Context: an optimization exercise on an open-source flow, tuned for small area. The choices shown serve that exercise and are no tape-out recipe.
Where RTL was checked, it was by simulation tests only, not by an equivalence proof against the original.
The clock port is modelled as an ideal driver; clocking choices that lean on that would not hold on a real chip.
Power and IR drop assume default switching activity.

==> flow/design.v <==
module myCPU (
    input  wire        CLK,
    input  wire        RESET,
    input  wire [7:0]  DI,
    output wire [15:0] AB,
    output reg  [7:0]  DO,
    output wire        RW
);
localparam F1 = 2'd0, F2 = 2'd1, MR = 2'd2, MW = 2'd3;
reg [1:0]  ph;
reg        ptr;           
reg [15:0] pc;
reg [7:0]  ra, rb, rc, rd, pl, ph_, sl, sh, ir, r11, jl, jh, re, rf;
wire [2:0] op   = DI[2:0];
wire [3:0] sel  = DI[7:4];
wire [2:0] iop  = ir[2:0];
wire [3:0] ir_r = ir[7:4];
wire       f1   = (ph == F1);
wire       f2   = (ph == F2);
assign AB = ptr ? {ph_, pl} : pc;
assign RW = (ph == MW) | (f1 & (iop == 3'd2));
reg [7:0] rv;
always @* begin
    case (sel)
        4'd0:  rv = pc[7:0];
        4'd1:  rv = pc[15:8];
        4'd2:  rv = ra;
        4'd3:  rv = rb;
        4'd4:  rv = rc;
        4'd5:  rv = rd;
        4'd6:  rv = pl;
        4'd7:  rv = ph_;
        4'd8:  rv = sl;
        4'd9:  rv = sh;
        4'd10: rv = ir;
        4'd11: rv = r11;
        4'd12: rv = jl;
        4'd13: rv = jh;
        4'd14: rv = re;
        default: rv = rf;
    endcase
end
always @(posedge CLK) begin
    if (f2)             DO <= rv;
    else if (ph == MR)  DO <= DI;
end
wire [8:0] sum = {1'b0, ra} + {1'b0, DO};
reg  [7:0] res;
always @* begin
    case (iop)
        3'd3:    res = ra & DO;
        3'd4:    res = sum[7:0];
        3'd5:    res = ~DO;
        3'd7:    res = ra;
        default: res = DO;       
    endcase
end
wire zop  = (iop == 3'd3) | (iop == 3'd4) | (iop == 3'd5);
wire genw = f1 & ((iop == 3'd0) | (iop == 3'd1) | (iop == 3'd5) | (iop == 3'd7));
wire wa   = f1 & ((iop == 3'd3) | (iop == 3'd4) | (iop == 3'd7)) | genw & (ir_r == 4'd2);
wire z    = (res == 8'h00);
wire jmp  = (iop == 3'd6) & (sl[ir[6:4]] == ir[7]) | ptr & (iop == 3'd0);
wire        f2n = f2 & ~RESET;
wire [7:0]  wd  = res & {8{~RESET}};
wire [15:0] wen = {16{genw}} & (16'd1 << ir_r);
always @(posedge CLK) begin
    if (RESET | wen[3])  rb  <= wd;
    if (RESET | wen[4])  rc  <= wd;
    if (RESET | wen[5])  rd  <= wd;
    if (RESET | wen[6])  pl  <= wd;
    if (RESET | wen[7])  ph_ <= wd;
    if (RESET | wen[9])  sh  <= wd;
    if (RESET | wen[11]) r11 <= wd;
    if (RESET | wen[12]) jl  <= wd;
    if (RESET | wen[13]) jh  <= wd;
    if (RESET | wen[14]) re  <= wd;
    if (RESET | wen[15]) rf  <= wd;
    if (RESET | wa)
        ra <= ((iop == 3'd7) ? DO : res) & {8{~RESET}};
    if (RESET | f2 | wen[10])
        ir <= f2n ? DI : wd;
    if (RESET | wen[8])
        sl[7:2] <= wd[7:2];
    if (RESET | wen[8] | (f1 & (iop == 3'd4)))
        sl[1] <= ((iop == 3'd4) ? sum[8] : res[1]) & ~RESET;
    if (RESET | wen[8] | (f1 & zop))
        sl[0] <= (zop ? z : res[0]) & ~RESET;
    if (f1 | (f2 & (op == 3'd0)))
        pc <= (f1 & jmp) ? {jh, jl} : pc + 16'd1;
end
always @(posedge CLK) begin
    if (RESET) begin
        ph  <= F1;
        ptr <= 1'b1;
    end else begin
        case (ph)
        F1: begin ph <= F2; ptr <= 1'b0; end
        F2: begin
            case (op)
                3'd0: ph <= MR;
                3'd1: begin ph <= MR; ptr <= 1'b1; end
                3'd2: begin ph <= MW; ptr <= 1'b1; end
                default: ph <= F1;
            endcase
        end
        default: ph <= F1;
        endcase
    end
end
endmodule
export LEC_CHECK = 0
export ABC_AREA = 1
export CAP_MARGIN = 20
export CORE_MARGIN = 2
export CORE_UTILIZATION = 60
export GPL_TIMING_DRIVEN = 0
export SLEW_MARGIN = 20
create_clock -name core_clock -period 5.5 [get_ports {CLK}]
standard.sh (not shown) runs the stock make flow with config.mk's settings and CLKGATE_MAP_FILE= SYNTH_SCRIPT=/design/flow/synth_recipe.tcl, a recipe that flattens the netlist after the stock synthesis.
==> flow/flow/run.sh <==
#!/bin/bash
# Own layout flow: the standard synthesis, then the combinational logic
# re-mapped for area (registers untouched), then the standard layout
# with small port buffers and a clock tree without dummy loads.
set -euo pipefail
W=$(pwd)
F=$W/flow
R=$W/orfs/results/$FLOW_PLATFORM/myCPU/base
LIB=$FLOW_HOME/platforms/$FLOW_PLATFORM/lib/sky130_fd_sc_hd__tt_025C_1v80.lib
YOSYS=$(command -v yosys || echo /OpenROAD-flow-scripts/tools/install/yosys/bin/yosys)

bash standard.sh synth > $W/synth_std.log 2>&1
cp $R/1_2_yosys.v $W/1_2_yosys.std.v

python3 $F/gen_cells.py $LIB $W/comb_cells.v > $W/gen_cells.log 2>&1
# Try several ABC scripts (four of them deepsyn with different seeds, run in
# parallel) and keep the smallest result.
SCRIPTS=(
  "+strash;&get,-n;&dch,-f;&nf,-R,1000;&put;mfs3,-a;topo"
  "+strash;&get,-n;&dc2;&dch,-f;&nf,-R,1000,-E,100;&put;strash;&get,-n;&dc2;&dch,-f;&nf,-R,1000,-E,100;&put;mfs3,-a;topo"
  "+strash;&get,-n;&deepsyn,-T,60,-S,1;&dch,-f;&nf,-R,1000;&put;mfs3,-a;topo"
  "+strash;&get,-n;&deepsyn,-T,60,-S,2;&dch,-f;&nf,-R,1000;&put;mfs3,-a;topo"
  "+strash;&get,-n;&deepsyn,-T,60,-S,3;&dch,-f;&nf,-R,1000;&put;mfs3,-a;topo"
  "+strash;&get,-n;&deepsyn,-T,60,-S,4;&dch,-f;&nf,-R,1000;&put;mfs3,-a;topo"
)
resynth_one() {
  local i=$1 S=$2
  LIB=$LIB CELLS=$W/comb_cells.v IN=$W/1_2_yosys.std.v TOP=$FLOW_TOP ABC_SCRIPT="$S" \
    STAT=$W/resynth_$i.stat OUT=$W/resynth_$i.v \
    $YOSYS -c $F/resynth.tcl > $W/resynth_$i.log 2>&1 &&
  LIB=$LIB OUT=$W/resynth_$i.v TOP=$FLOW_TOP $YOSYS -c $F/check.tcl > $W/resynth_check_$i.log 2>&1 &&
  touch $W/resynth_$i.ok
}
for i in "${!SCRIPTS[@]}"; do
  resynth_one $i "${SCRIPTS[$i]}" &
  if (( i % 4 == 3 )); then wait; fi
done
wait
best=""; best_area=""
for i in "${!SCRIPTS[@]}"; do
  [[ -f $W/resynth_$i.ok ]] || { echo "script $i: failed" >> $W/resynth_choice.log; continue; }
  a=$(sed -n 's/.*Chip area for module .* \([0-9.]*\)$/\1/p' $W/resynth_$i.stat)
  echo "script $i: area $a" >> $W/resynth_choice.log
  if [[ -z "$best_area" ]] || python3 -c "import sys; sys.exit(0 if $a < $best_area else 1)"; then
    best=$i; best_area=$a
  fi
done
echo "chosen: $best ($best_area)" >> $W/resynth_choice.log
if [[ -n "$best" ]]; then
  cp $W/resynth_$best.v $W/1_2_yosys.resynth.v
else
  cp $W/1_2_yosys.std.v $W/1_2_yosys.resynth.v
fi
cp $W/1_2_yosys.resynth.v $R/1_2_yosys.v
rm -f $R/1_synth.odb $R/1_synth.sdc

export BUFFER_PORTS_ARGS="-buffer_cell sky130_fd_sc_hd__buf_1"
export CTS_ARGS="-sink_clustering_enable -repair_clock_nets -dont_use_dummy_load -buf_list {sky130_fd_sc_hd__clkbuf_2 sky130_fd_sc_hd__clkbuf_4 sky130_fd_sc_hd__clkbuf_8}"
export POST_CTS_TCL=$F/downsize_clk.tcl
bash standard.sh > $W/layout.log 2>&1
Other scripts of this flow, unchanged in this note and not shown: flow/flow/check.tcl, flow/flow/downsize_clk.tcl, flow/flow/gen_cells.py, flow/flow/resynth.tcl
Next try:
--- a/flow/design.v
+++ b/flow/design.v
@@ -5,21 +5,23 @@
     output wire [15:0] AB,
     output reg  [7:0]  DO,
     output wire        RW
 );
-localparam F1 = 2'd0, F2 = 2'd1, MR = 2'd2, MW = 2'd3;
+localparam F1 = 2'd0, F2 = 2'd1, M = 2'd3, F1R = 2'd2;
 reg [1:0]  ph;
-reg        ptr;           
 reg [15:0] pc;
 reg [7:0]  ra, rb, rc, rd, pl, ph_, sl, sh, ir, r11, jl, jh, re, rf;
 wire [2:0] op   = DI[2:0];
 wire [3:0] sel  = DI[7:4];
 wire [2:0] iop  = ir[2:0];
 wire [3:0] ir_r = ir[7:4];
 wire       f1   = (ph == F1);
 wire       f2   = (ph == F2);
+wire       mem  = (ph == M);
+wire       ldst = (iop == 3'd1) | (iop == 3'd2);
+wire       ptr  = (mem | f1) & ldst | (ph == F1R);
 assign AB = ptr ? {ph_, pl} : pc;
-assign RW = (ph == MW) | (f1 & (iop == 3'd2));
+assign RW = (mem | f1) & (iop == 3'd2);
 reg [7:0] rv;
 always @* begin
     case (sel)
         4'd0:  rv = pc[7:0];
@@ -40,10 +42,10 @@
         default: rv = rf;
     endcase
 end
 always @(posedge CLK) begin
-    if (f2)             DO <= rv;
-    else if (ph == MR)  DO <= DI;
+    if (f2)                        DO <= rv;
+    else if (mem & (iop != 3'd2))  DO <= DI;
 end
 wire [8:0] sum = {1'b0, ra} + {1'b0, DO};
 reg  [7:0] res;
 always @* begin
@@ -58,9 +60,9 @@
 wire zop  = (iop == 3'd3) | (iop == 3'd4) | (iop == 3'd5);
 wire genw = f1 & ((iop == 3'd0) | (iop == 3'd1) | (iop == 3'd5) | (iop == 3'd7));
 wire wa   = f1 & ((iop == 3'd3) | (iop == 3'd4) | (iop == 3'd7)) | genw & (ir_r == 4'd2);
 wire z    = (res == 8'h00);
-wire jmp  = (iop == 3'd6) & (sl[ir[6:4]] == ir[7]) | ptr & (iop == 3'd0);
+wire jmp  = f1 & (iop == 3'd6) & (sl[ir[6:4]] == ir[7]) | (ph == F1R);
 wire        f2n = f2 & ~RESET;
 wire [7:0]  wd  = res & {8{~RESET}};
 wire [15:0] wen = {16{genw}} & (16'd1 << ir_r);
 always @(posedge CLK) begin
@@ -84,27 +86,17 @@
     if (RESET | wen[8] | (f1 & (iop == 3'd4)))
         sl[1] <= ((iop == 3'd4) ? sum[8] : res[1]) & ~RESET;
     if (RESET | wen[8] | (f1 & zop))
         sl[0] <= (zop ? z : res[0]) & ~RESET;
-    if (f1 | (f2 & (op == 3'd0)))
-        pc <= (f1 & jmp) ? {jh, jl} : pc + 16'd1;
+    if (f1 | (ph == F1R) | (f2 & (op == 3'd0)))
+        pc <= jmp ? {jh, jl} : pc + 16'd1;
 end
 always @(posedge CLK) begin
-    if (RESET) begin
-        ph  <= F1;
-        ptr <= 1'b1;
-    end else begin
-        case (ph)
-        F1: begin ph <= F2; ptr <= 1'b0; end
-        F2: begin
-            case (op)
-                3'd0: ph <= MR;
-                3'd1: begin ph <= MR; ptr <= 1'b1; end
-                3'd2: begin ph <= MW; ptr <= 1'b1; end
-                default: ph <= F1;
-            endcase
-        end
-        default: ph <= F1;
-        endcase
-    end
+    if (RESET)
+        ph <= F1R;
+    else case (ph)
+        F2:      ph <= ((op == 3'd0) | (op == 3'd1) | (op == 3'd2)) ? M : F1;
+        M:       ph <= F1;
+        default: ph <= F2;
+    endcase
 end
 endmodule
After rerunning: Sequential power shrinks by about 10%; routed wire length shrinks by 1.4%; clock skew grows by 0.012 ns; clock power shrinks by about 3%; core utilization shrinks by 0.18 points; count of clock-buffer cells in the layout is unchanged; worst setup slack degrades by 0.39 ns; area after synthesis stays flat; die area barely changes; combinational power shrinks by about 18%; flip-flop and latch count shrinks by 1; first-iteration DRC count grows by about 13%.
For the second run of this note, only the layout was checked, not whether the RTL still works.

## separate check: timing with driven ports
The flow's constraints put no driver on any port. The routed layouts listed below were extracted and timed again, unchanged, in two steps. Step 1 (the two cells are an assumption about what drives the block):
set clk [get_ports {CLK}]
set_driving_cell -lib_cell sky130_fd_sc_hd__clkbuf_16 $clk
set_driving_cell -lib_cell sky130_fd_sc_hd__buf_2 [delete_from_list [all_inputs] $clk]
Step 2 also shifts input and output timing later by t, the mid clock arrival at the registers, as if the neighbouring blocks saw the same clock. a / b / c = ideal ports / drivers / drivers and shift; a / b = the first two.
run | t, ns | setup WS [ns] | worst setup path after step 2 | worst register clock-pin slew, ns | worst slew at a driven data input, ns
the first run | 0.444 | 1.118 / 1.118 / 1.118 | register to register | 0.10 / 0.10 | 0.03
the second run | 0.448 | 0.733 / 0.733 / 0.733 | register to register | 0.11 / 0.11 | 0.03
After both steps setup and hold are still met in every run listed.
